Background: an optimization exercise with open tools, aiming at small area, a short achievable clock period and few clock cycles per item. Do not read the settings as production practice.
Only simulation tests tie the RTL to the original design; equivalence was not proved.

## flow/design.v (module list and top-level ports; edited modules follow where they fit)
// module dotproduct: 1612 lines
module dotproduct (
    input  logic         clk_i,
    input  logic         rst_ni,
    input  logic         start_i,
    input  logic [7:0]   nnz_i,
    input  logic [31:0]  a0_i, a1_i, a2_i, a3_i, a4_i,
                         a5_i, a6_i, a7_i, a8_i, a9_i,
    input  logic [31:0]  b0_i, b1_i, b2_i, b3_i, b4_i,
                         b5_i, b6_i, b7_i, b8_i, b9_i,
    input  logic [31:0]  c_i,
    output logic [63:0]  result_o,
    output logic         busy_o,
    output logic         result_valid_o,
    output logic [31:0]  cycle_count_o
);
  // ...
==> flow/run.sh <==
#!/bin/bash
# synth_recipe.tcl (not shown) runs the flow's synth.tcl, then flattens the netlist and writes it again
# the make line also repeats each setting of config.mk as NAME=value (left out here)
make -C /OpenROAD-flow-scripts/flow DESIGN_CONFIG=/design/flow/config.mk WORK_HOME=/design/flow/orfs CLKGATE_MAP_FILE= SYNTH_SCRIPT=/design/flow/synth_recipe.tcl finish
==> flow/config.mk <==
export PLATFORM = sky130hd
export DESIGN_NAME = dotproduct
export DESIGN_NICKNAME = dotproduct
export VERILOG_FILES = /design/flow/design.v
export SDC_FILE = /design/flow/constraint.sdc
export NUM_CORES = 4
export LEC_CHECK = 0
export CAP_MARGIN = 20
export CORE_MARGIN = 2
export CORE_UTILIZATION = 40
export SLEW_MARGIN = 20
==> flow/constraint.sdc <==
create_clock -name core_clock -period 15.0 [get_ports {clk_i}]
set_input_delay 3.0000 -clock core_clock [delete_from_list [all_inputs] [get_ports {clk_i}]]
set_output_delay 3.0000 -clock core_clock [all_outputs]
set_load 0.01 [all_outputs]
==> flow_metrics.py, run 1 <==
metrics = {
    "sta": {
        "max_freq_mhz": 112,
        "period_share_pct": 59.8,
        "rsz0062_at_grt": "no",
        "skew_ns": 0.0359,
    },
    "finish": {
        "nets": 5649,
        "multi_input_area_um2": 24800,
        "area_growth_pct": 27.4,
        "n_all_buffers": 855,
        "ff_latch_area_um2": 2640,
    },
    "synthesis": {
        "yosysWarningCount": 1,
        "synthDominantCellAreaShare_pct": 15.9,
        "synth-xor-area-share_pct": 3.27,
        "synthTopCellsByArea": "fa_1, dfxtp_1, a21oi_1",
        "yosys.area_share.simple_pct": 17.3,
        "yosysSeqAreaShare_pct": 8.60,
        "ys.flop_type": "dfxtp_1",
        "synthMuxAreaShare_pct": 4.97,
    },
    "floorplanning": {
        "nWellTaps": 969,
        "dieWidth_um": 279,
        "dieArea_um2": 77900,
    },
    "setup_path": {
        "startpoint": "Q[2]",
        "crit_fanout": 32,
        "critPathCaptureType": "flop",
        "cp-endpoint": "acc[58]",
        "cp-start-kind": "flop",
        "reg2reg_to": "acc[58]",
    },
    "routing": {
        "drc": 0,
        "met3_length_mm": 18.8,
    },
    "clock_network": {
        "ctsResizeCount": 0,
        "cts.clk_slew.worst_paths_ns": 0.08,
        "htreeDepth": 4,
    },
    "grt": {
        "grt_max_degree": 93,
        "grt_pass1_vias": 34100,
        "grt_pass1_wl_mm": 244,
    },
    "status": {
        "status": "complete, no violations",
    },
    "hold_path": {
        "hold_path.class": "flop to flop",
        "hold_path_depth": 2,
        "min-delay-start": "flast",
    },
    "placed_design": {
        "dp_cells": 5561,
    },
}
Testbench counts, summed over its fixed seeds: cycles 18,851, items 2,400.
==> run 2, diff against run 1 <==
--- a/flow/design.v
+++ b/flow/design.v
@@ -16,17 +16,17 @@
     logic        fvalid;      
     logic        fetching;    
     logic        flast;       
     logic        valid_q;
     logic [3:0]  cnt_q;       
     logic [3:0]  idx;         
     logic        ch;          
     logic [31:0] M;           
-    logic [16:0] Q;           
+    logic [7:0]  bneg, bone, btwo;    
     logic        sh;          
     logic [63:0] acc;
     wire start_ok = start_i & ~fvalid;
     wire go       = start_ok | fetching;
     logic [31:0] A, B;
     always_comb begin
         case (idx)
             4'd0: begin A = a0_i; B = b0_i; end
@@ -38,26 +38,30 @@
             4'd6: begin A = a6_i; B = b6_i; end
             4'd7: begin A = a7_i; B = b7_i; end
             4'd8: begin A = a8_i; B = b8_i; end
             default: begin A = a9_i; B = b9_i; end
         endcase
     end
     wire nA = (A[31:15] == {17{A[31]}});    
     wire nB = (B[31:15] == {17{B[31]}});
-    wire swap = nA & ~nB;                    
-    wire two  = ~nA & ~nB;                   
-    wire [31:0] X  = swap ? B : A;
-    wire [16:0] Qn = ch ? B[31:15] : (swap ? {A[15:0], 1'b0} : {B[15:0], 1'b0});
+    wire two  = ~nA & ~nB;
+    wire [31:0] X  = nB ? A : B;
+    wire [16:0] Qn = ch ? A[31:15] : (nB ? {B[15:0], 1'b0} : {A[15:0], 1'b0});
     wire last_chunk = ~two | ch;
     wire last_elem  = ({4'd0, idx} + 8'd1 == nnz_i);
     wire last_job   = last_chunk & last_elem;
     always_ff @(posedge clk_i) begin
         M     <= X;
-        Q     <= go ? Qn : 17'd0;    
+        for (int i = 0; i < 8; i++) begin
+            bneg[i] <= go & Qn[2*i+2];
+            bone[i] <= go & (Qn[2*i] ^ Qn[2*i+1]);
+            btwo[i] <= go & ((Qn[2*i+2] & ~Qn[2*i+1] & ~Qn[2*i]) |
+                             (~Qn[2*i+2] & Qn[2*i+1] & Qn[2*i]));
+        end
         sh    <= ch;
         flast <= last_job;
     end
     always_ff @(posedge clk_i or negedge rst_ni) begin
         if (!rst_ni) begin
             fvalid   <= 1'b0;
             fetching <= 1'b0;
             valid_q  <= 1'b0;
@@ -78,36 +82,30 @@
             if (start_ok) begin
                 valid_q <= 1'b0;
                 cnt_q   <= nnz_i[3:0];
             end else if (fvalid & flast) begin
                 valid_q <= 1'b1;
             end
         end
     end
-    logic [7:0] bneg, bone, btwo;
-    always_comb begin
-        for (int i = 0; i < 8; i++) begin
-            bneg[i] = Q[2*i+2];
-            bone[i] = Q[2*i] ^ Q[2*i+1];
-            btwo[i] = (Q[2*i+2] & ~Q[2*i+1] & ~Q[2*i]) | (~Q[2*i+2] & Q[2*i+1] & Q[2*i]);
-        end
-    end
     wire [33:0] Xe  = {M[31], M[31], M};
     wire [33:0] Xe2 = {M[31], M, 1'b0};
     logic [33:0] pp0, pp1, pp2, pp3, pp4, pp5, pp6, pp7;
     assign pp0 = (({34{bone[0]}} & Xe) | ({34{btwo[0]}} & Xe2)) ^ {34{bneg[0]}};
     assign pp1 = (({34{bone[1]}} & Xe) | ({34{btwo[1]}} & Xe2)) ^ {34{bneg[1]}};
     assign pp2 = (({34{bone[2]}} & Xe) | ({34{btwo[2]}} & Xe2)) ^ {34{bneg[2]}};
     assign pp3 = (({34{bone[3]}} & Xe) | ({34{btwo[3]}} & Xe2)) ^ {34{bneg[3]}};
     assign pp4 = (({34{bone[4]}} & Xe) | ({34{btwo[4]}} & Xe2)) ^ {34{bneg[4]}};
     assign pp5 = (({34{bone[5]}} & Xe) | ({34{btwo[5]}} & Xe2)) ^ {34{bneg[5]}};
     assign pp6 = (({34{bone[6]}} & Xe) | ({34{btwo[6]}} & Xe2)) ^ {34{bneg[6]}};
     assign pp7 = (({34{bone[7]}} & Xe) | ({34{btwo[7]}} & Xe2)) ^ {34{bneg[7]}};
     wire nsh = ~sh;
+    wire s0v = ~sh;
+    wire s1v = sh;
     wire [63:0] fsum, fcar;
     wire ps1;
     wire pc2;
     wire ps3;
     wire pc4;
     wire ps5;
     wire pc6;
     wire ps7;
@@ -813,48 +811,16 @@
     wire fs707;
     wire fc708;
     wire fs709;
     wire fc710;
     wire fs711;
     wire fc712;
     wire fs713;
     wire fc714;
-    wire fs715;
-    wire fc716;
-    wire fs717;
-    wire fc718;
-    wire fs719;
-    wire fc720;
-    wire fs721;
-    wire fc722;
-    wire fs723;
-    wire fc724;
-    wire fs725;
-    wire fc726;
-    wire fs727;
-    wire fc728;
-    wire fs729;
-    wire fc730;
-    wire fs731;
-    wire fc732;
-    wire fs733;
-    wire fc734;
-    wire fs735;
-    wire fc736;
-    wire fs737;
-    wire fc738;
-    wire fs739;
-    wire fc740;
-    wire fs741;
-    wire fc742;
-    wire fs743;
-    wire fc744;
-    wire fs745;
-    wire fc746;
     assign ps1 = pp0[10] ^ pp1[8];
     assign pc2 = pp0[10] & pp1[8];
     assign ps3 = pp0[11] ^ pp1[9];
     assign pc4 = pp0[11] & pp1[9];
     assign ps5 = pp0[12] ^ pp1[10] ^ pp2[8];
     assign pc6 = (pp0[12] & pp1[10]) | (pp0[12] & pp2[8]) | (pp1[10] & pp2[8]);
     assign ps7 = pp3[6] ^ pp4[4];
     assign pc8 = pp3[6] & pp4[4];
@@ -1304,305 +1270,273 @@
     assign pc452 = (ps365 & pc286) | (ps365 & pc364) | (pc286 & pc364);
     assign ps453 = ps367 ^ pc288 ^ pc366;
     assign pc454 = (ps367 & pc288) | (ps367 & pc366) | (pc288 & pc366);
     assign ps455 = ~(ps369 ^ pc368);
     assign pc456 = ps369 | pc368;
     assign ps457 = ~pp6[33] ^ pp7[31] ^ pc370;
     assign pc458 = (~pp6[33] & pp7[31]) | (~pp6[33] & pc370) | (pp7[31] & pc370);
     assign ps459 = ~pp7[32];
-    assign ms460 = (~sh & pp0[0]);
-    assign ms461 = (~sh & pp0[1]);
-    assign ms462 = (~sh & ps371);
-    assign ms463 = (~sh & ps373);
-    assign ms464 = (~sh & ps375);
-    assign ms465 = (~sh & ps377);
-    assign ms466 = (~sh & ps379);
-    assign ms467 = (~sh & ps381);
-    assign ms468 = (~sh & ps383);
-    assign ms469 = (~sh & ps385);
-    assign ms470 = (~sh & ps387);
-    assign ms471 = (~sh & ps389);
-    assign ms472 = (~sh & ps391);
-    assign ms473 = (~sh & ps393);
-    assign ms474 = (~sh & ps395);
-    assign ms475 = (~sh & ps397);
-    assign ms476 = (sh ? pp0[0] : ps399);
-    assign ms477 = (sh ? pp0[1] : ps401);
-    assign ms478 = (sh ? ps371 : ps403);
-    assign ms479 = (sh ? ps373 : ps405);
-    assign ms480 = (sh ? ps375 : ps407);
-    assign ms481 = (sh ? ps377 : ps409);
-    assign ms482 = (sh ? ps379 : ps411);
-    assign ms483 = (sh ? ps381 : ps413);
-    assign ms484 = (sh ? ps383 : ps415);
-    assign ms485 = (sh ? ps385 : ps417);
-    assign ms486 = (sh ? ps387 : ps419);
-    assign ms487 = (sh ? ps389 : ps421);
-    assign ms488 = (sh ? ps391 : ps423);
-    assign ms489 = (sh ? ps393 : ps425);
-    assign ms490 = (sh ? ps395 : ps427);
-    assign ms491 = (sh ? ps397 : ps429);
-    assign ms492 = (sh ? ps399 : ps431);
-    assign ms493 = (sh ? ps401 : ps433);
-    assign ms494 = (sh ? ps403 : ps435);
-    assign ms495 = (sh ? ps405 : ps437);
-    assign ms496 = (sh ? ps407 : ps439);
-    assign ms497 = (sh ? ps409 : ps441);
-    assign ms498 = (sh ? ps411 : ps443);
-    assign ms499 = (sh ? ps413 : ps445);
-    assign ms500 = (sh ? ps415 : ps447);
-    assign ms501 = (sh ? ps417 : ps449);
-    assign ms502 = (sh ? ps419 : ps451);
-    assign ms503 = (sh ? ps421 : ps453);
-    assign ms504 = (sh ? ps423 : ps455);
-    assign ms505 = (sh ? ps425 : ps457);
-    assign ms506 = (sh ? ps427 : ps459);
-    assign ms507 = (sh ? ps429 : ~pp7[33]);
-    assign ms508 = (sh & ps431);
-    assign ms509 = (sh & ps433);
-    assign ms510 = (sh & ps435);
-    assign ms511 = (sh & ps437);
-    assign ms512 = (sh & ps439);
-    assign ms513 = (sh & ps441);
-    assign ms514 = (sh & ps443);
-    assign ms515 = (sh & ps445);
-    assign ms516 = (sh & ps447);
-    assign ms517 = (sh & ps449);
-    assign ms518 = (sh & ps451);
-    assign ms519 = (sh & ps453);
-    assign ms520 = (sh & ps455);
-    assign ms521 = (sh & ps457);
-    assign ms522 = (sh & ps459);
-    assign ms523 = (sh & ~pp7[33]);
-    assign mc524 = (~sh & bneg[0]);
-    assign mc525 = (~sh & bneg[1]);
-    assign mc526 = (~sh & pc372);
-    assign mc527 = (~sh & pc374);
-    assign mc528 = (~sh & pc376);
-    assign mc529 = (~sh & pc378);
-    assign mc530 = (~sh & pc380);
-    assign mc531 = (~sh & pc382);
-    assign mc532 = (~sh & pc384);
-    assign mc533 = (~sh & pc386);
-    assign mc534 = (~sh & pc388);
-    assign mc535 = (~sh & pc390);
-    assign mc536 = (~sh & pc392);
-    assign mc537 = (~sh & pc394);
-    assign mc538 = (~sh & pc396);
-    assign mc539 = (sh ? bneg[0] : pc398);
-    assign mc540 = (~sh & pc400);
-    assign mc541 = (sh ? bneg[1] : pc402);
-    assign mc542 = (sh ? pc372 : pc404);
-    assign mc543 = (sh ? pc374 : pc406);
-    assign mc544 = (sh ? pc376 : pc408);
-    assign mc545 = (sh ? pc378 : pc410);
-    assign mc546 = (sh ? pc380 : pc412);
-    assign mc547 = (sh ? pc382 : pc414);
-    assign mc548 = (sh ? pc384 : pc416);
-    assign mc549 = (sh ? pc386 : pc418);
-    assign mc550 = (sh ? pc388 : pc420);
-    assign mc551 = (sh ? pc390 : pc422);
-    assign mc552 = (sh ? pc392 : pc424);
-    assign mc553 = (sh ? pc394 : pc426);
-    assign mc554 = (sh ? pc396 : pc428);
-    assign mc555 = (sh ? pc398 : pc430);
-    assign mc556 = (sh ? pc400 : pc432);
-    assign mc557 = (sh ? pc402 : pc434);
-    assign mc558 = (sh ? pc404 : pc436);
-    assign mc559 = (sh ? pc406 : pc438);
-    assign mc560 = (sh ? pc408 : pc440);
-    assign mc561 = (sh ? pc410 : pc442);
-    assign mc562 = (sh ? pc412 : pc444);
-    assign mc563 = (sh ? pc414 : pc446);
-    assign mc564 = (sh ? pc416 : pc448);
-    assign mc565 = (sh ? pc418 : pc450);
-    assign mc566 = (sh ? pc420 : pc452);
-    assign mc567 = (sh ? pc422 : pc454);
-    assign mc568 = (sh ? pc424 : pc456);
-    assign mc569 = (sh ? pc426 : pc458);
-    assign mc570 = (sh ? pc428 : pp7[32]);
-    assign mc571 = (sh & pc430);
-    assign mc572 = (sh & pc432);
-    assign mc573 = (sh & pc434);
-    assign mc574 = (sh & pc436);
-    assign mc575 = (sh & pc438);
-    assign mc576 = (sh & pc440);
-    assign mc577 = (sh & pc442);
-    assign mc578 = (sh & pc444);
-    assign mc579 = (sh & pc446);
-    assign mc580 = (sh & pc448);
-    assign mc581 = (sh & pc450);
-    assign mc582 = (sh & pc452);
-    assign mc583 = (sh & pc454);
-    assign mc584 = (sh & pc456);
-    assign mc585 = (sh & pc458);
-    assign mc586 = (sh & pp7[32]);
-    assign fs587 = acc[48] ^ ms508;
-    assign fc588 = acc[48] & ms508;
-    assign fs589 = acc[49] ^ ms509 ^ mc572;
-    assign fc590 = (acc[49] & ms509) | (acc[49] & mc572) | (ms509 & mc572);
-    assign fs591 = acc[50] ^ ms510 ^ mc573;
-    assign fc592 = (acc[50] & ms510) | (acc[50] & mc573) | (ms510 & mc573);
-    assign fs593 = acc[51] ^ ms511 ^ mc574;
-    assign fc594 = (acc[51] & ms511) | (acc[51] & mc574) | (ms511 & mc574);
-    assign fs595 = acc[52] ^ ms512 ^ mc575;
-    assign fc596 = (acc[52] & ms512) | (acc[52] & mc575) | (ms512 & mc575);
-    assign fs597 = acc[53] ^ ms513 ^ mc576;
-    assign fc598 = (acc[53] & ms513) | (acc[53] & mc576) | (ms513 & mc576);
-    assign fs599 = acc[54] ^ ms514 ^ mc577;
-    assign fc600 = (acc[54] & ms514) | (acc[54] & mc577) | (ms514 & mc577);
-    assign fs601 = acc[55] ^ ms515 ^ mc578;
-    assign fc602 = (acc[55] & ms515) | (acc[55] & mc578) | (ms515 & mc578);
-    assign fs603 = acc[56] ^ ms516 ^ mc579;
-    assign fc604 = (acc[56] & ms516) | (acc[56] & mc579) | (ms516 & mc579);
-    assign fs605 = acc[57] ^ ms517 ^ mc580;
-    assign fc606 = (acc[57] & ms517) | (acc[57] & mc580) | (ms517 & mc580);
-    assign fs607 = acc[58] ^ ms518 ^ mc581;
-    assign fc608 = (acc[58] & ms518) | (acc[58] & mc581) | (ms518 & mc581);
-    assign fs609 = acc[59] ^ ms519 ^ mc582;
-    assign fc610 = (acc[59] & ms519) | (acc[59] & mc582) | (ms519 & mc582);
-    assign fs611 = acc[60] ^ ms520 ^ mc583;
-    assign fc612 = (acc[60] & ms520) | (acc[60] & mc583) | (ms520 & mc583);
-    assign fs613 = acc[61] ^ ms521 ^ mc584;
-    assign fc614 = (acc[61] & ms521) | (acc[61] & mc584) | (ms521 & mc584);
-    assign fs615 = acc[62] ^ ms522 ^ mc585;
-    assign fc616 = (acc[62] & ms522) | (acc[62] & mc585) | (ms522 & mc585);
-    assign fs617 = acc[63] ^ ms523 ^ mc586;
-    assign fc618 = (acc[63] & ms523) | (acc[63] & mc586) | (ms523 & mc586);
-    assign fs619 = acc[0] ^ ms460;
-    assign fc620 = acc[0] & ms460;
-    assign fs621 = acc[1] ^ ms461;
-    assign fc622 = acc[1] & ms461;
-    assign fs623 = acc[2] ^ ms462 ^ mc525;
-    assign fc624 = (acc[2] & ms462) | (acc[2] & mc525) | (ms462 & mc525);
-    assign fs625 = acc[3] ^ ms463 ^ mc526;
-    assign fc626 = (acc[3] & ms463) | (acc[3] & mc526) | (ms463 & mc526);
-    assign fs627 = acc[4] ^ ms464 ^ mc527;
-    assign fc628 = (acc[4] & ms464) | (acc[4] & mc527) | (ms464 & mc527);
-    assign fs629 = acc[5] ^ ms465 ^ mc528;
-    assign fc630 = (acc[5] & ms465) | (acc[5] & mc528) | (ms465 & mc528);
-    assign fs631 = acc[6] ^ ms466 ^ mc529;
-    assign fc632 = (acc[6] & ms466) | (acc[6] & mc529) | (ms466 & mc529);
-    assign fs633 = acc[7] ^ ms467 ^ mc530;
-    assign fc634 = (acc[7] & ms467) | (acc[7] & mc530) | (ms467 & mc530);
-    assign fs635 = acc[8] ^ ms468 ^ mc531;
-    assign fc636 = (acc[8] & ms468) | (acc[8] & mc531) | (ms468 & mc531);
-    assign fs637 = acc[9] ^ ms469 ^ mc532;
-    assign fc638 = (acc[9] & ms469) | (acc[9] & mc532) | (ms469 & mc532);
-    assign fs639 = acc[10] ^ ms470 ^ mc533;
-    assign fc640 = (acc[10] & ms470) | (acc[10] & mc533) | (ms470 & mc533);
-    assign fs641 = acc[11] ^ ms471 ^ mc534;
-    assign fc642 = (acc[11] & ms471) | (acc[11] & mc534) | (ms471 & mc534);
-    assign fs643 = acc[12] ^ ms472 ^ mc535;
-    assign fc644 = (acc[12] & ms472) | (acc[12] & mc535) | (ms472 & mc535);
-    assign fs645 = acc[13] ^ ms473 ^ mc536;
-    assign fc646 = (acc[13] & ms473) | (acc[13] & mc536) | (ms473 & mc536);
-    assign fs647 = acc[14] ^ ms474 ^ mc537;
-    assign fc648 = (acc[14] & ms474) | (acc[14] & mc537) | (ms474 & mc537);
-    assign fs649 = acc[15] ^ ms475 ^ mc538;
-    assign fc650 = (acc[15] & ms475) | (acc[15] & mc538) | (ms475 & mc538);
-    assign fs651 = acc[16] ^ ms476 ^ mc539;
-    assign fc652 = (acc[16] & ms476) | (acc[16] & mc539) | (ms476 & mc539);
-    assign fs653 = acc[17] ^ ms477 ^ mc540;
-    assign fc654 = (acc[17] & ms477) | (acc[17] & mc540) | (ms477 & mc540);
-    assign fs655 = acc[18] ^ ms478 ^ mc541;
-    assign fc656 = (acc[18] & ms478) | (acc[18] & mc541) | (ms478 & mc541);
-    assign fs657 = acc[19] ^ ms479 ^ mc542;
-    assign fc658 = (acc[19] & ms479) | (acc[19] & mc542) | (ms479 & mc542);
-    assign fs659 = acc[20] ^ ms480 ^ mc543;
-    assign fc660 = (acc[20] & ms480) | (acc[20] & mc543) | (ms480 & mc543);
-    assign fs661 = acc[21] ^ ms481 ^ mc544;
-    assign fc662 = (acc[21] & ms481) | (acc[21] & mc544) | (ms481 & mc544);
-    assign fs663 = acc[22] ^ ms482 ^ mc545;
-    assign fc664 = (acc[22] & ms482) | (acc[22] & mc545) | (ms482 & mc545);
-    assign fs665 = acc[23] ^ ms483 ^ mc546;
-    assign fc666 = (acc[23] & ms483) | (acc[23] & mc546) | (ms483 & mc546);
-    assign fs667 = acc[24] ^ ms484 ^ mc547;
-    assign fc668 = (acc[24] & ms484) | (acc[24] & mc547) | (ms484 & mc547);
-    assign fs669 = acc[25] ^ ms485 ^ mc548;
-    assign fc670 = (acc[25] & ms485) | (acc[25] & mc548) | (ms485 & mc548);
-    assign fs671 = acc[26] ^ ms486 ^ mc549;
-    assign fc672 = (acc[26] & ms486) | (acc[26] & mc549) | (ms486 & mc549);
-    assign fs673 = acc[27] ^ ms487 ^ mc550;
-    assign fc674 = (acc[27] & ms487) | (acc[27] & mc550) | (ms487 & mc550);
-    assign fs675 = acc[28] ^ ms488 ^ mc551;
-    assign fc676 = (acc[28] & ms488) | (acc[28] & mc551) | (ms488 & mc551);
-    assign fs677 = acc[29] ^ ms489 ^ mc552;
-    assign fc678 = (acc[29] & ms489) | (acc[29] & mc552) | (ms489 & mc552);
-    assign fs679 = acc[30] ^ ms490 ^ mc553;
-    assign fc680 = (acc[30] & ms490) | (acc[30] & mc553) | (ms490 & mc553);
-    assign fs681 = acc[31] ^ ms491 ^ mc554;
-    assign fc682 = (acc[31] & ms491) | (acc[31] & mc554) | (ms491 & mc554);
-    assign fs683 = acc[32] ^ ms492 ^ mc555;
-    assign fc684 = (acc[32] & ms492) | (acc[32] & mc555) | (ms492 & mc555);
-    assign fs685 = acc[33] ^ ms493 ^ mc556;
-    assign fc686 = (acc[33] & ms493) | (acc[33] & mc556) | (ms493 & mc556);
-    assign fs687 = acc[34] ^ ms494 ^ mc557;
-    assign fc688 = (acc[34] & ms494) | (acc[34] & mc557) | (ms494 & mc557);
-    assign fs689 = acc[35] ^ ms495 ^ mc558;
-    assign fc690 = (acc[35] & ms495) | (acc[35] & mc558) | (ms495 & mc558);
-    assign fs691 = acc[36] ^ ms496 ^ mc559;
-    assign fc692 = (acc[36] & ms496) | (acc[36] & mc559) | (ms496 & mc559);
-    assign fs693 = acc[37] ^ ms497 ^ mc560;
-    assign fc694 = (acc[37] & ms497) | (acc[37] & mc560) | (ms497 & mc560);
-    assign fs695 = acc[38] ^ ms498 ^ mc561;
-    assign fc696 = (acc[38] & ms498) | (acc[38] & mc561) | (ms498 & mc561);
-    assign fs697 = acc[39] ^ ms499 ^ mc562;
-    assign fc698 = (acc[39] & ms499) | (acc[39] & mc562) | (ms499 & mc562);
-    assign fs699 = acc[40] ^ ms500 ^ mc563;
-    assign fc700 = (acc[40] & ms500) | (acc[40] & mc563) | (ms500 & mc563);
-    assign fs701 = acc[41] ^ ms501 ^ mc564;
-    assign fc702 = (acc[41] & ms501) | (acc[41] & mc564) | (ms501 & mc564);
-    assign fs703 = acc[42] ^ ms502 ^ mc565;
-    assign fc704 = (acc[42] & ms502) | (acc[42] & mc565) | (ms502 & mc565);
-    assign fs705 = acc[43] ^ ms503 ^ mc566;
-    assign fc706 = (acc[43] & ms503) | (acc[43] & mc566) | (ms503 & mc566);
-    assign fs707 = acc[44] ^ ms504 ^ mc567;
-    assign fc708 = (acc[44] & ms504) | (acc[44] & mc567) | (ms504 & mc567);
-    assign fs709 = acc[45] ^ ms505 ^ mc568;
-    assign fc710 = (acc[45] & ms505) | (acc[45] & mc568) | (ms505 & mc568);
-    assign fs711 = acc[46] ^ ms506 ^ mc569;
-    assign fc712 = (acc[46] & ms506) | (acc[46] & mc569) | (ms506 & mc569);
-    assign fs713 = acc[47] ^ ms507 ^ mc570;
-    assign fc714 = (acc[47] & ms507) | (acc[47] & mc570) | (ms507 & mc570);
-    assign fs715 = fs587 ^ mc571 ^ nsh;
-    assign fc716 = (fs587 & mc571) | (fs587 & nsh) | (mc571 & nsh);
-    assign fs717 = fs589 ^ nsh ^ fc588;
-    assign fc718 = (fs589 & nsh) | (fs589 & fc588) | (nsh & fc588);
-    assign fs719 = fs591 ^ nsh ^ fc590;
-    assign fc720 = (fs591 & nsh) | (fs591 & fc590) | (nsh & fc590);
-    assign fs721 = fs593 ^ nsh ^ fc592;
-    assign fc722 = (fs593 & nsh) | (fs593 & fc592) | (nsh & fc592);
-    assign fs723 = fs595 ^ nsh ^ fc594;
-    assign fc724 = (fs595 & nsh) | (fs595 & fc594) | (nsh & fc594);
-    assign fs725 = fs597 ^ nsh ^ fc596;
-    assign fc726 = (fs597 & nsh) | (fs597 & fc596) | (nsh & fc596);
-    assign fs727 = fs599 ^ nsh ^ fc598;
-    assign fc728 = (fs599 & nsh) | (fs599 & fc598) | (nsh & fc598);
-    assign fs729 = fs601 ^ nsh ^ fc600;
-    assign fc730 = (fs601 & nsh) | (fs601 & fc600) | (nsh & fc600);
-    assign fs731 = fs603 ^ nsh ^ fc602;
-    assign fc732 = (fs603 & nsh) | (fs603 & fc602) | (nsh & fc602);
-    assign fs733 = fs605 ^ nsh ^ fc604;
-    assign fc734 = (fs605 & nsh) | (fs605 & fc604) | (nsh & fc604);
-    assign fs735 = fs607 ^ nsh ^ fc606;
-    assign fc736 = (fs607 & nsh) | (fs607 & fc606) | (nsh & fc606);
-    assign fs737 = fs609 ^ nsh ^ fc608;
-    assign fc738 = (fs609 & nsh) | (fs609 & fc608) | (nsh & fc608);
-    assign fs739 = fs611 ^ nsh ^ fc610;
-    assign fc740 = (fs611 & nsh) | (fs611 & fc610) | (nsh & fc610);
-    assign fs741 = fs613 ^ nsh ^ fc612;
-    assign fc742 = (fs613 & nsh) | (fs613 & fc612) | (nsh & fc612);
-    assign fs743 = fs615 ^ nsh ^ fc614;
-    assign fc744 = (fs615 & nsh) | (fs615 & fc614) | (nsh & fc614);
-    assign fs745 = fs617 ^ nsh ^ fc616;
-    assign fc746 = (fs617 & nsh) | (fs617 & fc616) | (nsh & fc616);
-    assign fsum = {fs745, fs743, fs741, fs739, fs737, fs735, fs733, fs731, fs729, fs727, fs725, fs723, fs721, fs719, fs717, fs715, fs713, fs711, fs709, fs707, fs705, fs703, fs701, fs699, fs697, fs695, fs693, fs691, fs689, fs687, fs685, fs683, fs681, fs679, fs677, fs675, fs673, fs671, fs669, fs667, fs665, fs663, fs661, fs659, fs657, fs655, fs653, fs651, fs649, fs647, fs645, fs643, fs641, fs639, fs637, fs635, fs633, fs631, fs629, fs627, fs625, fs623, fs621, fs619};
-    assign fcar = {fc744, fc742, fc740, fc738, fc736, fc734, fc732, fc730, fc728, fc726, fc724, fc722, fc720, fc718, fc716, fc714, fc712, fc710, fc708, fc706, fc704, fc702, fc700, fc698, fc696, fc694, fc692, fc690, fc688, fc686, fc684, fc682, fc680, fc678, fc676, fc674, fc672, fc670, fc668, fc666, fc664, fc662, fc660, fc658, fc656, fc654, fc652, fc650, fc648, fc646, fc644, fc642, fc640, fc638, fc636, fc634, fc632, fc630, fc628, fc626, fc624, fc622, fc620, mc524};
+    assign ms460 = (s0v & pp0[0]);
+    assign ms461 = (s0v & pp0[1]);
+    assign ms462 = (s0v & ps371);
+    assign ms463 = (s0v & ps373);
+    assign ms464 = (s0v & ps375);
+    assign ms465 = (s0v & ps377);
+    assign ms466 = (s0v & ps379);
+    assign ms467 = (s0v & ps381);
+    assign ms468 = (s0v & ps383);
+    assign ms469 = (s0v & ps385);
+    assign ms470 = (s0v & ps387);
+    assign ms471 = (s0v & ps389);
+    assign ms472 = (s0v & ps391);
+    assign ms473 = (s0v & ps393);
+    assign ms474 = (s0v & ps395);
+    assign ms475 = (s0v & ps397);
+    assign ms476 = ((s1v & pp0[0]) | (s0v & ps399));
+    assign ms477 = ((s1v & pp0[1]) | (s0v & ps401));
+    assign ms478 = ((s1v & ps371) | (s0v & ps403));
+    assign ms479 = ((s1v & ps373) | (s0v & ps405));
+    assign ms480 = ((s1v & ps375) | (s0v & ps407));
+    assign ms481 = ((s1v & ps377) | (s0v & ps409));
+    assign ms482 = ((s1v & ps379) | (s0v & ps411));
+    assign ms483 = ((s1v & ps381) | (s0v & ps413));
+    assign ms484 = ((s1v & ps383) | (s0v & ps415));
+    assign ms485 = ((s1v & ps385) | (s0v & ps417));
+    assign ms486 = ((s1v & ps387) | (s0v & ps419));
+    assign ms487 = ((s1v & ps389) | (s0v & ps421));
+    assign ms488 = ((s1v & ps391) | (s0v & ps423));
+    assign ms489 = ((s1v & ps393) | (s0v & ps425));
+    assign ms490 = ((s1v & ps395) | (s0v & ps427));
+    assign ms491 = ((s1v & ps397) | (s0v & ps429));
+    assign ms492 = ((s1v & ps399) | (s0v & ps431));
+    assign ms493 = ((s1v & ps401) | (s0v & ps433));
+    assign ms494 = ((s1v & ps403) | (s0v & ps435));
+    assign ms495 = ((s1v & ps405) | (s0v & ps437));
+    assign ms496 = ((s1v & ps407) | (s0v & ps439));
+    assign ms497 = ((s1v & ps409) | (s0v & ps441));
+    assign ms498 = ((s1v & ps411) | (s0v & ps443));
+    assign ms499 = ((s1v & ps413) | (s0v & ps445));
+    assign ms500 = ((s1v & ps415) | (s0v & ps447));
+    assign ms501 = ((s1v & ps417) | (s0v & ps449));
+    assign ms502 = ((s1v & ps419) | (s0v & ps451));
+    assign ms503 = ((s1v & ps421) | (s0v & ps453));
+    assign ms504 = ((s1v & ps423) | (s0v & ps455));
+    assign ms505 = ((s1v & ps425) | (s0v & ps457));
+    assign ms506 = ((s1v & ps427) | (s0v & ps459));
+    assign ms507 = ((s1v & ps429) | (s0v & ~pp7[33]));
+    assign ms508 = ((s1v & ps431) | (s0v & 1));
+    assign ms509 = ((s1v & ps433) | (s0v & 1));
+    assign ms510 = ((s1v & ps435) | (s0v & 1));
+    assign ms511 = ((s1v & ps437) | (s0v & 1));
+    assign ms512 = ((s1v & ps439) | (s0v & 1));
+    assign ms513 = ((s1v & ps441) | (s0v & 1));
+    assign ms514 = ((s1v & ps443) | (s0v & 1));
+    assign ms515 = ((s1v & ps445) | (s0v & 1));
+    assign ms516 = ((s1v & ps447) | (s0v & 1));
+    assign ms517 = ((s1v & ps449) | (s0v & 1));
+    assign ms518 = ((s1v & ps451) | (s0v & 1));
+    assign ms519 = ((s1v & ps453) | (s0v & 1));
+    assign ms520 = ((s1v & ps455) | (s0v & 1));
+    assign ms521 = ((s1v & ps457) | (s0v & 1));
+    assign ms522 = ((s1v & ps459) | (s0v & 1));
+    assign ms523 = ((s1v & ~pp7[33]) | (s0v & 1));
+    assign mc524 = (s0v & bneg[0]);
+    assign mc525 = (s0v & bneg[1]);
+    assign mc526 = (s0v & pc372);
+    assign mc527 = (s0v & pc374);
+    assign mc528 = (s0v & pc376);
+    assign mc529 = (s0v & pc378);
+    assign mc530 = (s0v & pc380);
+    assign mc531 = (s0v & pc382);
+    assign mc532 = (s0v & pc384);
+    assign mc533 = (s0v & pc386);
+    assign mc534 = (s0v & pc388);
+    assign mc535 = (s0v & pc390);
+    assign mc536 = (s0v & pc392);
+    assign mc537 = (s0v & pc394);
+    assign mc538 = (s0v & pc396);
+    assign mc539 = ((s1v & bneg[0]) | (s0v & pc398));
+    assign mc540 = (s0v & pc400);
+    assign mc541 = ((s1v & bneg[1]) | (s0v & pc402));
+    assign mc542 = ((s1v & pc372) | (s0v & pc404));
+    assign mc543 = ((s1v & pc374) | (s0v & pc406));
+    assign mc544 = ((s1v & pc376) | (s0v & pc408));
+    assign mc545 = ((s1v & pc378) | (s0v & pc410));
+    assign mc546 = ((s1v & pc380) | (s0v & pc412));
+    assign mc547 = ((s1v & pc382) | (s0v & pc414));
+    assign mc548 = ((s1v & pc384) | (s0v & pc416));
+    assign mc549 = ((s1v & pc386) | (s0v & pc418));
+    assign mc550 = ((s1v & pc388) | (s0v & pc420));
+    assign mc551 = ((s1v & pc390) | (s0v & pc422));
+    assign mc552 = ((s1v & pc392) | (s0v & pc424));
+    assign mc553 = ((s1v & pc394) | (s0v & pc426));
+    assign mc554 = ((s1v & pc396) | (s0v & pc428));
+    assign mc555 = ((s1v & pc398) | (s0v & pc430));
+    assign mc556 = ((s1v & pc400) | (s0v & pc432));
+    assign mc557 = ((s1v & pc402) | (s0v & pc434));
+    assign mc558 = ((s1v & pc404) | (s0v & pc436));
+    assign mc559 = ((s1v & pc406) | (s0v & pc438));
+    assign mc560 = ((s1v & pc408) | (s0v & pc440));
+    assign mc561 = ((s1v & pc410) | (s0v & pc442));
+    assign mc562 = ((s1v & pc412) | (s0v & pc444));
+    assign mc563 = ((s1v & pc414) | (s0v & pc446));
+    assign mc564 = ((s1v & pc416) | (s0v & pc448));
+    assign mc565 = ((s1v & pc418) | (s0v & pc450));
+    assign mc566 = ((s1v & pc420) | (s0v & pc452));
+    assign mc567 = ((s1v & pc422) | (s0v & pc454));
+    assign mc568 = ((s1v & pc424) | (s0v & pc456));
+    assign mc569 = ((s1v & pc426) | (s0v & pc458));
+    assign mc570 = ((s1v & pc428) | (s0v & pp7[32]));
+    assign mc571 = (s1v & pc430);
+    assign mc572 = (s1v & pc432);
+    assign mc573 = (s1v & pc434);
+    assign mc574 = (s1v & pc436);
+    assign mc575 = (s1v & pc438);
+    assign mc576 = (s1v & pc440);
+    assign mc577 = (s1v & pc442);
+    assign mc578 = (s1v & pc444);
+    assign mc579 = (s1v & pc446);
+    assign mc580 = (s1v & pc448);
+    assign mc581 = (s1v & pc450);
+    assign mc582 = (s1v & pc452);
+    assign mc583 = (s1v & pc454);
+    assign mc584 = (s1v & pc456);
+    assign mc585 = (s1v & pc458);
+    assign mc586 = (s1v & pp7[32]);
+    assign fs587 = acc[0] ^ ms460;
+    assign fc588 = acc[0] & ms460;
+    assign fs589 = acc[1] ^ ms461;
+    assign fc590 = acc[1] & ms461;
+    assign fs591 = acc[2] ^ ms462 ^ mc525;
+    assign fc592 = (acc[2] & ms462) | (acc[2] & mc525) | (ms462 & mc525);
+    assign fs593 = acc[3] ^ ms463 ^ mc526;
+    assign fc594 = (acc[3] & ms463) | (acc[3] & mc526) | (ms463 & mc526);
+    assign fs595 = acc[4] ^ ms464 ^ mc527;
+    assign fc596 = (acc[4] & ms464) | (acc[4] & mc527) | (ms464 & mc527);
+    assign fs597 = acc[5] ^ ms465 ^ mc528;
+    assign fc598 = (acc[5] & ms465) | (acc[5] & mc528) | (ms465 & mc528);
+    assign fs599 = acc[6] ^ ms466 ^ mc529;
+    assign fc600 = (acc[6] & ms466) | (acc[6] & mc529) | (ms466 & mc529);
+    assign fs601 = acc[7] ^ ms467 ^ mc530;
+    assign fc602 = (acc[7] & ms467) | (acc[7] & mc530) | (ms467 & mc530);
+    assign fs603 = acc[8] ^ ms468 ^ mc531;
+    assign fc604 = (acc[8] & ms468) | (acc[8] & mc531) | (ms468 & mc531);
+    assign fs605 = acc[9] ^ ms469 ^ mc532;
+    assign fc606 = (acc[9] & ms469) | (acc[9] & mc532) | (ms469 & mc532);
+    assign fs607 = acc[10] ^ ms470 ^ mc533;
+    assign fc608 = (acc[10] & ms470) | (acc[10] & mc533) | (ms470 & mc533);
+    assign fs609 = acc[11] ^ ms471 ^ mc534;
+    assign fc610 = (acc[11] & ms471) | (acc[11] & mc534) | (ms471 & mc534);
+    assign fs611 = acc[12] ^ ms472 ^ mc535;
+    assign fc612 = (acc[12] & ms472) | (acc[12] & mc535) | (ms472 & mc535);
+    assign fs613 = acc[13] ^ ms473 ^ mc536;
+    assign fc614 = (acc[13] & ms473) | (acc[13] & mc536) | (ms473 & mc536);
+    assign fs615 = acc[14] ^ ms474 ^ mc537;
+    assign fc616 = (acc[14] & ms474) | (acc[14] & mc537) | (ms474 & mc537);
+    assign fs617 = acc[15] ^ ms475 ^ mc538;
+    assign fc618 = (acc[15] & ms475) | (acc[15] & mc538) | (ms475 & mc538);
+    assign fs619 = acc[16] ^ ms476 ^ mc539;
+    assign fc620 = (acc[16] & ms476) | (acc[16] & mc539) | (ms476 & mc539);
+    assign fs621 = acc[17] ^ ms477 ^ mc540;
+    assign fc622 = (acc[17] & ms477) | (acc[17] & mc540) | (ms477 & mc540);
+    assign fs623 = acc[18] ^ ms478 ^ mc541;
+    assign fc624 = (acc[18] & ms478) | (acc[18] & mc541) | (ms478 & mc541);
+    assign fs625 = acc[19] ^ ms479 ^ mc542;
+    assign fc626 = (acc[19] & ms479) | (acc[19] & mc542) | (ms479 & mc542);
+    assign fs627 = acc[20] ^ ms480 ^ mc543;
+    assign fc628 = (acc[20] & ms480) | (acc[20] & mc543) | (ms480 & mc543);
+    assign fs629 = acc[21] ^ ms481 ^ mc544;
+    assign fc630 = (acc[21] & ms481) | (acc[21] & mc544) | (ms481 & mc544);
+    assign fs631 = acc[22] ^ ms482 ^ mc545;
+    assign fc632 = (acc[22] & ms482) | (acc[22] & mc545) | (ms482 & mc545);
+    assign fs633 = acc[23] ^ ms483 ^ mc546;
+    assign fc634 = (acc[23] & ms483) | (acc[23] & mc546) | (ms483 & mc546);
+    assign fs635 = acc[24] ^ ms484 ^ mc547;
+    assign fc636 = (acc[24] & ms484) | (acc[24] & mc547) | (ms484 & mc547);
+    assign fs637 = acc[25] ^ ms485 ^ mc548;
+    assign fc638 = (acc[25] & ms485) | (acc[25] & mc548) | (ms485 & mc548);
+    assign fs639 = acc[26] ^ ms486 ^ mc549;
+    assign fc640 = (acc[26] & ms486) | (acc[26] & mc549) | (ms486 & mc549);
+    assign fs641 = acc[27] ^ ms487 ^ mc550;
+    assign fc642 = (acc[27] & ms487) | (acc[27] & mc550) | (ms487 & mc550);
+    assign fs643 = acc[28] ^ ms488 ^ mc551;
+    assign fc644 = (acc[28] & ms488) | (acc[28] & mc551) | (ms488 & mc551);
+    assign fs645 = acc[29] ^ ms489 ^ mc552;
+    assign fc646 = (acc[29] & ms489) | (acc[29] & mc552) | (ms489 & mc552);
+    assign fs647 = acc[30] ^ ms490 ^ mc553;
+    assign fc648 = (acc[30] & ms490) | (acc[30] & mc553) | (ms490 & mc553);
+    assign fs649 = acc[31] ^ ms491 ^ mc554;
+    assign fc650 = (acc[31] & ms491) | (acc[31] & mc554) | (ms491 & mc554);
+    assign fs651 = acc[32] ^ ms492 ^ mc555;
+    assign fc652 = (acc[32] & ms492) | (acc[32] & mc555) | (ms492 & mc555);
+    assign fs653 = acc[33] ^ ms493 ^ mc556;
+    assign fc654 = (acc[33] & ms493) | (acc[33] & mc556) | (ms493 & mc556);
+    assign fs655 = acc[34] ^ ms494 ^ mc557;
+    assign fc656 = (acc[34] & ms494) | (acc[34] & mc557) | (ms494 & mc557);
+    assign fs657 = acc[35] ^ ms495 ^ mc558;
+    assign fc658 = (acc[35] & ms495) | (acc[35] & mc558) | (ms495 & mc558);
+    assign fs659 = acc[36] ^ ms496 ^ mc559;
+    assign fc660 = (acc[36] & ms496) | (acc[36] & mc559) | (ms496 & mc559);
+    assign fs661 = acc[37] ^ ms497 ^ mc560;
+    assign fc662 = (acc[37] & ms497) | (acc[37] & mc560) | (ms497 & mc560);
+    assign fs663 = acc[38] ^ ms498 ^ mc561;
+    assign fc664 = (acc[38] & ms498) | (acc[38] & mc561) | (ms498 & mc561);
+    assign fs665 = acc[39] ^ ms499 ^ mc562;
+    assign fc666 = (acc[39] & ms499) | (acc[39] & mc562) | (ms499 & mc562);
+    assign fs667 = acc[40] ^ ms500 ^ mc563;
+    assign fc668 = (acc[40] & ms500) | (acc[40] & mc563) | (ms500 & mc563);
+    assign fs669 = acc[41] ^ ms501 ^ mc564;
+    assign fc670 = (acc[41] & ms501) | (acc[41] & mc564) | (ms501 & mc564);
+    assign fs671 = acc[42] ^ ms502 ^ mc565;
+    assign fc672 = (acc[42] & ms502) | (acc[42] & mc565) | (ms502 & mc565);
+    assign fs673 = acc[43] ^ ms503 ^ mc566;
+    assign fc674 = (acc[43] & ms503) | (acc[43] & mc566) | (ms503 & mc566);
+    assign fs675 = acc[44] ^ ms504 ^ mc567;
+    assign fc676 = (acc[44] & ms504) | (acc[44] & mc567) | (ms504 & mc567);
+    assign fs677 = acc[45] ^ ms505 ^ mc568;
+    assign fc678 = (acc[45] & ms505) | (acc[45] & mc568) | (ms505 & mc568);
+    assign fs679 = acc[46] ^ ms506 ^ mc569;
+    assign fc680 = (acc[46] & ms506) | (acc[46] & mc569) | (ms506 & mc569);
+    assign fs681 = acc[47] ^ ms507 ^ mc570;
+    assign fc682 = (acc[47] & ms507) | (acc[47] & mc570) | (ms507 & mc570);
+    assign fs683 = acc[48] ^ ms508 ^ mc571;
+    assign fc684 = (acc[48] & ms508) | (acc[48] & mc571) | (ms508 & mc571);
+    assign fs685 = acc[49] ^ ms509 ^ mc572;
+    assign fc686 = (acc[49] & ms509) | (acc[49] & mc572) | (ms509 & mc572);
+    assign fs687 = acc[50] ^ ms510 ^ mc573;
+    assign fc688 = (acc[50] & ms510) | (acc[50] & mc573) | (ms510 & mc573);
+    assign fs689 = acc[51] ^ ms511 ^ mc574;
+    assign fc690 = (acc[51] & ms511) | (acc[51] & mc574) | (ms511 & mc574);
+    assign fs691 = acc[52] ^ ms512 ^ mc575;
+    assign fc692 = (acc[52] & ms512) | (acc[52] & mc575) | (ms512 & mc575);
+    assign fs693 = acc[53] ^ ms513 ^ mc576;
+    assign fc694 = (acc[53] & ms513) | (acc[53] & mc576) | (ms513 & mc576);
+    assign fs695 = acc[54] ^ ms514 ^ mc577;
+    assign fc696 = (acc[54] & ms514) | (acc[54] & mc577) | (ms514 & mc577);
+    assign fs697 = acc[55] ^ ms515 ^ mc578;
+    assign fc698 = (acc[55] & ms515) | (acc[55] & mc578) | (ms515 & mc578);
+    assign fs699 = acc[56] ^ ms516 ^ mc579;
+    assign fc700 = (acc[56] & ms516) | (acc[56] & mc579) | (ms516 & mc579);
+    assign fs701 = acc[57] ^ ms517 ^ mc580;
+    assign fc702 = (acc[57] & ms517) | (acc[57] & mc580) | (ms517 & mc580);
+    assign fs703 = acc[58] ^ ms518 ^ mc581;
+    assign fc704 = (acc[58] & ms518) | (acc[58] & mc581) | (ms518 & mc581);
+    assign fs705 = acc[59] ^ ms519 ^ mc582;
+    assign fc706 = (acc[59] & ms519) | (acc[59] & mc582) | (ms519 & mc582);
+    assign fs707 = acc[60] ^ ms520 ^ mc583;
+    assign fc708 = (acc[60] & ms520) | (acc[60] & mc583) | (ms520 & mc583);
+    assign fs709 = acc[61] ^ ms521 ^ mc584;
+    assign fc710 = (acc[61] & ms521) | (acc[61] & mc584) | (ms521 & mc584);
+    assign fs711 = acc[62] ^ ms522 ^ mc585;
+    assign fc712 = (acc[62] & ms522) | (acc[62] & mc585) | (ms522 & mc585);
+    assign fs713 = acc[63] ^ ms523 ^ mc586;
+    assign fc714 = (acc[63] & ms523) | (acc[63] & mc586) | (ms523 & mc586);
+    assign fsum = {fs713, fs711, fs709, fs707, fs705, fs703, fs701, fs699, fs697, fs695, fs693, fs691, fs689, fs687, fs685, fs683, fs681, fs679, fs677, fs675, fs673, fs671, fs669, fs667, fs665, fs663, fs661, fs659, fs657, fs655, fs653, fs651, fs649, fs647, fs645, fs643, fs641, fs639, fs637, fs635, fs633, fs631, fs629, fs627, fs625, fs623, fs621, fs619, fs617, fs615, fs613, fs611, fs609, fs607, fs605, fs603, fs601, fs599, fs597, fs595, fs593, fs591, fs589, fs587};
+    assign fcar = {fc712, fc710, fc708, fc706, fc704, fc702, fc700, fc698, fc696, fc694, fc692, fc690, fc688, fc686, fc684, fc682, fc680, fc678, fc676, fc674, fc672, fc670, fc668, fc666, fc664, fc662, fc660, fc658, fc656, fc654, fc652, fc650, fc648, fc646, fc644, fc642, fc640, fc638, fc636, fc634, fc632, fc630, fc628, fc626, fc624, fc622, fc620, fc618, fc616, fc614, fc612, fc610, fc608, fc606, fc604, fc602, fc600, fc598, fc596, fc594, fc592, fc590, fc588, mc524};
     wire [63:0] acc_next = fsum + fcar;
     always_ff @(posedge clk_i) begin
         if (start_ok)
             acc <= {{32{c_i[31]}}, c_i};
         else
             acc <= acc_next;
     end
     assign result_o       = acc;
==> flow/flow/run.sh (new file) <==
#!/bin/bash
set -o pipefail
export BUFFER_PORTS_ARGS="-buffer_cell sky130_fd_sc_hd__buf_1"
bash standard.sh finish > standard.log 2>&1
==> flow/standard.sh (new file) <==
#!/bin/bash
# synth_recipe.tcl (not shown) runs the flow's synth.tcl, then flattens the netlist and writes it again
# the make line also repeats each setting of config.mk as NAME=value (left out here)
make -C /OpenROAD-flow-scripts/flow DESIGN_CONFIG=/design/flow/config.mk WORK_HOME=/design/flow/orfs CLKGATE_MAP_FILE= SYNTH_SCRIPT=/design/flow/synth_recipe.tcl "${@:-finish}"
==> flow/config.mk (replaced) <==
export PLATFORM = sky130hd
export DESIGN_NAME = dotproduct
export DESIGN_NICKNAME = dotproduct
export VERILOG_FILES = /design/flow/design.v
export SDC_FILE = /design/flow/constraint.sdc
export NUM_CORES = 4
export LEC_CHECK = 0
export ABC_AREA = 1
export CAP_MARGIN = 20
export CORE_MARGIN = 2
export CORE_UTILIZATION = 40
export SLEW_MARGIN = 20
removed: flow/run.sh
==> run 2 against run 1 <==
Count of clock-buffer cells in the layout unchanged. Cell count decreased by 4.4%. Worst setup slack improved by 2.0 ns. Still clean on timing, DRC and antenna. Clock skew down 0.016 ns. Flip-flop and latch count increased by 7. Highest routed layer unchanged. Global-route usage grew 1.5 points. Routed wire length down 11%.
==> flow_metrics.py, run 2 <==
metrics = {
    "status": {
        "status": "complete, no violations",
    },
    "sta": {
        "setup_violations": 0,
        "whs_ns": 0.483,
        "tightest_slew_ns": 1.32,
        "rsz0062_at_grt": "no",
        "period_minus_slack_ns": 6.99,
        "fin_tns_setup_ns": 0,
        "relSlewSlack_pct": 11.3,
        "skew_ns": 0.0203,
        "max_freq_mhz": 143,
        "drv_slew": 0,
        "finalHoldViolCount": 0,
        "period_share_pct": 46.6,
    },
    "routing": {
        "drtAntennaViolNets": 0,
        "drtIter0Drc": 3755,
        "dr.pass1.iters": 7,
        "drc": 0,
        "viasPerCell": 5.78,
        "num_vias": 31200,
        "routedWlPerCell_um": 28.4,
        "drt-total-wl_mm": 153,
    },
    "grt": {
        "grt_max_degree": 95,
        "grt_pass1_wl_mm": 213,
        "overflow": 0,
        "grt_pass1_vias": 30000,
        "antenna_found_initial": 34,
        "grt_usage_pct": 44.6,
    },
    "synthesis": {
        "ys_ff_latch": 134,
        "synth-adder-area-share_pct": 23.8,
        "synth-xor-area-share_pct": 9.83,
        "synth_top_family_by_area": "simple AND/OR/NAND/NOR gates",
        "synthMuxAreaShare_pct": 0.575,
        "synth_cell_type_count": 56,
        "avgSynthCellArea_um2": 6.69,
        "synth_compound_area_share_pct": 18.5,
        "async_flop_share_pct": 8.96,
        "synth-edff-count": 0,
        "yosysWarningCount": 1,
        "yosys.area_share.simple_pct": 23.9,
        "ys.flop_type": "dfxtp_1",
        "synth_commonest_cells": "nand2_1, inv_1, nor2_1",
        "synth.most_common_cell": "nand2_1",
        "yosys.area.top_type": "fa_1",
        "synthTopCellsByArea": "fa_1, nand2_1, xor2_1",
        "synthDominantCellAreaShare_pct": 18.6,
        "syn-instance-count": 3905,
        "synth_area_um2": 26100,
        "yosysSeqAreaShare_pct": 10.5,
    },
    "floorplanning": {
        "start_util_pct": 40.5,
        "die_h_um": 259,
        "core_um2": 64500,
        "dieArea_um2": 67300,
        "dieWidth_um": 259,
        "boundaryPins": 781,
        "rows": 93,
    },
    "clock_network": {
        "post_cts_buffers": 0,
        "cts_hold_buf": 0,
        "ctsResizeCount": 0,
        "clock_latency_ns": 0.50,
        "root_buffer": "clkbuf_16",
        "cts_buffers": 17,
        "cts.clk_slew.worst_paths_ns": 0.07,
        "cts_sinks": 134,
        "cts_tree": "built",
        "htreeDepth": 4,
        "cts_max_path_buffers": 2,
    },
    "job": {
        "cap_violations": 0,
    },
    "setup_path": {
        "crit_fanout": 20,
        "cpPeakStageDelay_ns": 0.52,
        "cp-start-kind": "flop",
        "path_class": "flop to flop",
        "cp_top_family": "adder cells",
        "crit_slowest_cell": "fa_1",
        "worst_path_most_repeated_cell": "fa_1",
        "crit_buf_inv": 5,
        "required_ns": 15.36,
        "worstPathArrival_ns": 7.35,
        "critPathCaptureType": "flop",
    },
    "finish": {
        "ff_latch_area_um2": 2750,
        "multi_input_area_um2": 20200,
        "stdcell_count": 5391,
        "regMostFlops": "acc",
        "nets": 5538,
        "layout_commonest_cell": "nand2_1",
        "nFillCells": 7216,
        "area_growth_pct": 14.7,
        "layout_common_cells": "nand2_1, buf_1, inv_1, nor2_1, xor2_1",
        "largestRegisters": "acc: 64 flops, M: 32 flops",
        "drive_gt1_share_pct": 3.94,
        "largest_reg_flops": 64,
    },
    "placed_design": {
        "dpl.hpwl_mm": 124,
        "dp_cells": 5339,
        "portBuffers": 752,
        "gp_congestion": 1.04,
    },
    "hold_path": {
        "hold_path.class": "flop to flop",
    },
}
[run 2: cell types whose count changed after synthesis, sizes merged, moves of 75 or more]
cell    previous run  this run
nand2            452       923
inv              236       548
a21oi            452       160
xor2              37       283
clkbuf           354       131
a22oi            139         0
a221oi           191        73
nand3             48       155
nor2             389       296
nor2b             81         0
maj3              80         0
mux2              75         0
[run 2: worst paths after layout]
kind | from | endpoint | slack [ns] | cells after the start
min in group asynchronous | rst_ni | valid_q | 2.68 | 1
setup / recovery | bone[2] | acc[42] | 8.01 | 25
hold reg to reg | cnt_q[2] | cnt_q[2] | 0.48 | 2
hold / removal | cnt_q[2] | cnt_q[2] | 0.48 | 2
setup reg to reg | bone[2] | acc[42] | 8.01 | 25
max in group asynchronous | rst_ni | idx[0] | 11.67 | 1
[run 2: per-layer routing]
metal  vias to the layer above  wire length, um  global-route usage (%)
met1                     14900            58900                    56.1
met2                      2030            64800                    66.2
li1                      13900                -                       -
met3                       325            20400                    16.8
met5                         -              108                       0
met4                        16             9010                    23.3
[run 2: area by class of cell]
cell class                 instances  area share, %
multi-input combinational       2989           67.3
timing repair buffer             810           10.9
sequential                       134           9.17
inverter                         551           6.92
tap                              855           3.57
clock buffer                      20           1.60
clock inverter                    12          0.363
antenna                           20          0.167
[run 2: cell families (layout without fill, tap and decap cells)]
family / after synthesis / count (layout)
and+or+nand+nor: 1506 / 1506
buffers and inverters: 809 / 1393
AOI/OAI and AO/OA: 795 / 795
adders and majority gates: 352 / 352
xor gates and xnor gates: 293 / 293
DFF: 134 / 134
muxes: 15 / 15
other: 1 / 48
[run 2: stage by stage]
step / setup slack, ns / area, um^2 / util [%]
5_1_grt: 7.62 / 29900 / 46.5
3_3_place_gp: 8.22 / 29300 / 45.5
3_5_place_dp: 8.24 / 29300 / 45.5
2_1_floorplan: 9.06 / 26200 / -
6_report: 8.01 / 30000 / 46.5
4_1_cts: 8.21 / 29900 / 46.4
[run 2: worst register-to-register path, stage by stage (launching register included)]
cell and delay [ns]:
dfxtp_1 0.33, inv_1 0.41, buf_4 0.41, o22ai_1 0.17, xor2_1 0.20, fa_1 0.52
fa_1 0.49, inv_1 0.09, fa_1 0.51, inv_1 0.06, fa_1 0.47, inv_1 0.08
o21ai_0 0.24, fa_1 0.47, ha_1 0.41, nand2_1 0.13, nor2_1 0.25, a21oi_1 0.15
o21ai_0 0.39, a21oi_1 0.12, o21ai_0 0.43, nand2_1 0.11, nand2_1 0.10, a21oi_1 0.07
o21ai_0 0.16, nand2_1 0.07
Testbench counts of run 2, summed over its fixed seeds: cycles 18,851, items 2,400.
==> run 3, diff against run 2 <==
==> flow/flow/run.sh (replaced) <==
#!/bin/bash
set -o pipefail
export BUFFER_PORTS_ARGS="-buffer_cell sky130_fd_sc_hd__buf_1"
bash standard.sh SETUP_SLACK_MARGIN=8 finish > standard.log 2>&1
==> run 3 against run 2 <==
Worst hold slack about the same. Flip-flop and latch count unchanged. Count of clock-buffer cells in the layout unchanged. Utilization increased by 0.15 points. Clock skew increased by 0.0024 ns. Global-route usage unchanged.
==> flow_metrics.py, run 3 <==
metrics = {
    "clock_network": {
        "cts_max_path_buffers": 2,
        "root_buffer": "clkbuf_16",
        "cts.clk_slew.worst_paths_ns": 0.07,
        "clock_latency_ns": 0.50,
        "cts_sinks": 134,
        "htreeDepth": 4,
        "cts_tree": "built",
        "cts_hold_buf": 0,
        "cts_buffers": 17,
    },
    "synthesis": {
        "yosys.area.top_type": "fa_1",
        "ys.flop_type": "dfxtp_1",
        "synth_commonest_cells": "nand2_1, inv_1, nor2_1",
        "synth.most_common_cell": "nand2_1",
        "async_flop_share_pct": 8.96,
        "ys_ff_latch": 134,
        "yosysSeqAreaShare_pct": 10.5,
        "synth-edff-count": 0,
        "synth_cell_type_count": 56,
        "synthDominantCellAreaShare_pct": 18.6,
        "synthTopCellsByArea": "fa_1, nand2_1, xor2_1",
        "avgSynthCellArea_um2": 6.69,
        "syn-instance-count": 3905,
        "yosysWarningCount": 1,
        "synth_area_um2": 26100,
    },
    "job": {
        "cap_violations": 0,
    },
    "grt": {
        "grt_pass1_vias": 30000,
        "grt_max_degree": 95,
        "antenna_found_initial": 34,
        "grt_pass1_wl_mm": 213,
        "overflow": 0,
        "grt_usage_pct": 44.6,
    },
    "finish": {
        "area_growth_pct": 15.1,
        "nets": 5546,
        "final_area_um2": 30100,
        "layout_commonest_cell": "nand2_1",
        "stdcell_count": 5401,
        "drive_gt1_share_pct": 4.22,
        "regMostFlops": "acc",
        "largestRegisters": "acc: 64 flops, M: 32 flops",
        "largest_reg_flops": 64,
        "postLayoutCoreUtil_pct": 46.6,
        "layout_common_cells": "nand2_1, buf_1, inv_1, nor2_1, xor2_1",
        "nFillCells": 7205,
    },
    "sta": {
        "period_minus_slack_ns": 6.71,
        "rsz0062_at_grt": "no",
        "max_freq_mhz": 149,
        "skew_ns": 0.0227,
        "setup_violations": 0,
        "fin_tns_setup_ns": 0,
        "relSlewSlack_pct": 8.13,
        "tightest_slew_ns": 1.36,
        "period_share_pct": 44.8,
        "drv_slew": 0,
        "finalHoldViolCount": 0,
    },
    "status": {
        "status": "complete, no violations",
    },
    "setup_path": {
        "worstPathArrival_ns": 7.06,
        "cpPeakStageDelay_ns": 0.50,
        "crit_fanout": 17,
        "required_ns": 15.35,
        "critPathCaptureType": "flop",
        "cp-start-kind": "flop",
        "path_class": "flop to flop",
        "crit_slowest_cell": "fa_1",
    },
    "floorplanning": {
        "rows": 93,
        "dieWidth_um": 259,
        "die_h_um": 259,
        "boundaryPins": 781,
        "start_util_pct": 40.5,
        "dieArea_um2": 67300,
        "core_um2": 64500,
    },
    "placed_design": {
        "dp_cells": 5339,
        "post_dp_cell_area_um2": 29300,
        "portBuffers": 752,
        "gp_congestion": 1.04,
        "dpl.hpwl_mm": 124,
    },
    "routing": {
        "num_vias": 31300,
        "dr.pass1.iters": 6,
        "drc": 0,
        "drtAntennaViolNets": 0,
        "routedWlPerCell_um": 28.4,
        "drt-total-wl_mm": 153,
        "drtIter0Drc": 3844,
        "viasPerCell": 5.80,
    },
    "hold_path": {
        "hold_path.class": "flop to flop",
    },
}
-- run 3: cell counts after synthesis --
Identical to the previous run, type by type.
-- run 3: logic make-up (layout without fill, tap and decap cells) --
family,after synthesis,after routing,share of synthesized area (%)
flops,134,134,10.5
buf+inv,809,1401,12.8
xor+xnor,293,293,9.83
other cells,1,50,0.0144
compound gates,795,795,18.5
fa+ha+maj,352,352,23.8
simple gates,1506,1506,23.9
mux,15,15,0.575
-- run 3: path summary, 6_finish.rpt --
check,from,end,slack (ns),cells after the start
min reg2reg,cnt_q[2],cnt_q[2],0.48,2
max,btwo[0],acc[56],8.29,26
max in group asynchronous,rst_ni,cnt_q[1],11.67,1
max reg2reg,btwo[0],acc[56],8.29,26
min,cnt_q[2],cnt_q[2],0.48,2
min in group asynchronous,rst_ni,valid_q,2.69,1
-- run 3: per-stage QoR --
| stage | setup WS [ns] | hold slack, ns |
|---|---|---|
| floorplan | 9.06 | 0.345 |
| global placement | 8.22 | 0.462 |
| detailed placement | 8.24 | 0.468 |
| CTS | 8.21 | 0.482 |
| global route | 8.00 | 0.520 |
| finish | 8.29 | 0.483 |
-- run 3: repair_timing --
action,in CTS,in global routing
buffers inserted,0,8
setup endpoints to repair,0,16
gates resized for setup,0,8
-- run 3: worst max-delay path, delay by kind of cell, from the launching register on --
| kind | cells | cell delay [ns] |
|---|---|---|
| adders and majority gates | 6 | 2.79 |
| AOI/OAI and AO/OA | 9 | 1.71 |
| buffers and inverters | 7 | 1.01 |
| and+or+nand+nor | 3 | 0.42 |
| DFF | 1 | 0.36 |
| xor gates and xnor gates | 1 | 0.25 |
-- run 3: per-layer routing --
| layer | track usage (%) | part of all wire (%) | wire [um] | up-vias |
|---|---|---|---|---|
| li1 | - | - | - | 13900 |
| met1 | 56.1 | 38 | 58900 | 15000 |
| met2 | 66.2 | 42 | 64800 | 2046 |
| met3 | 16.8 | 13 | 20300 | 357 |
| met4 | 23.3 | 6.0 | 9150 | 14 |
| met5 | 0 | 0.062 | 95 | - |
-- run 3: area by class of cell --
type                    instances  area (um^2)  area share, %
repair buffers                818         3330           11.1
multi-input cells            2989        20200           67.2
inverters                     551         2090           6.95
clock buffers                  20          478           1.59
clock inverters                12          109          0.362
flip-flops and latches        134         2750           9.14
well taps                     855         1070           3.56
diodes                         22         55.1          0.183

==> what the ideal ports hide <==
The results above use ideal ports. As a check the final layouts listed here were re-extracted and re-timed, cells and wires unchanged.
Step 1: set_driving_cell puts a clkbuf_16 on clk_i and a buf_2 on each other input, an assumption about the parent block.
Step 2, shift: input delay + t, output delay - t, t = (earliest + latest rising clock arrival at the registers) / 2. This alone moves slack from input paths to output paths.
Three values: ideal ports, drivers, drivers and shift; two values: the first two.
run	shift t [ns]	setup slack, ns	worst setup path at the end	latest minus earliest clock arrival (ns)
run 1	0.549	6.034 / 6.034 / 6.034	register to register	0.036 / 0.036
run 2	0.552	8.008 / 8.008 / 8.008	register to register	0.021 / 0.021
run 3	0.552	8.285 / 8.285 / 8.285	register to register	0.023 / 0.022
After both steps every run listed still meets setup and hold.
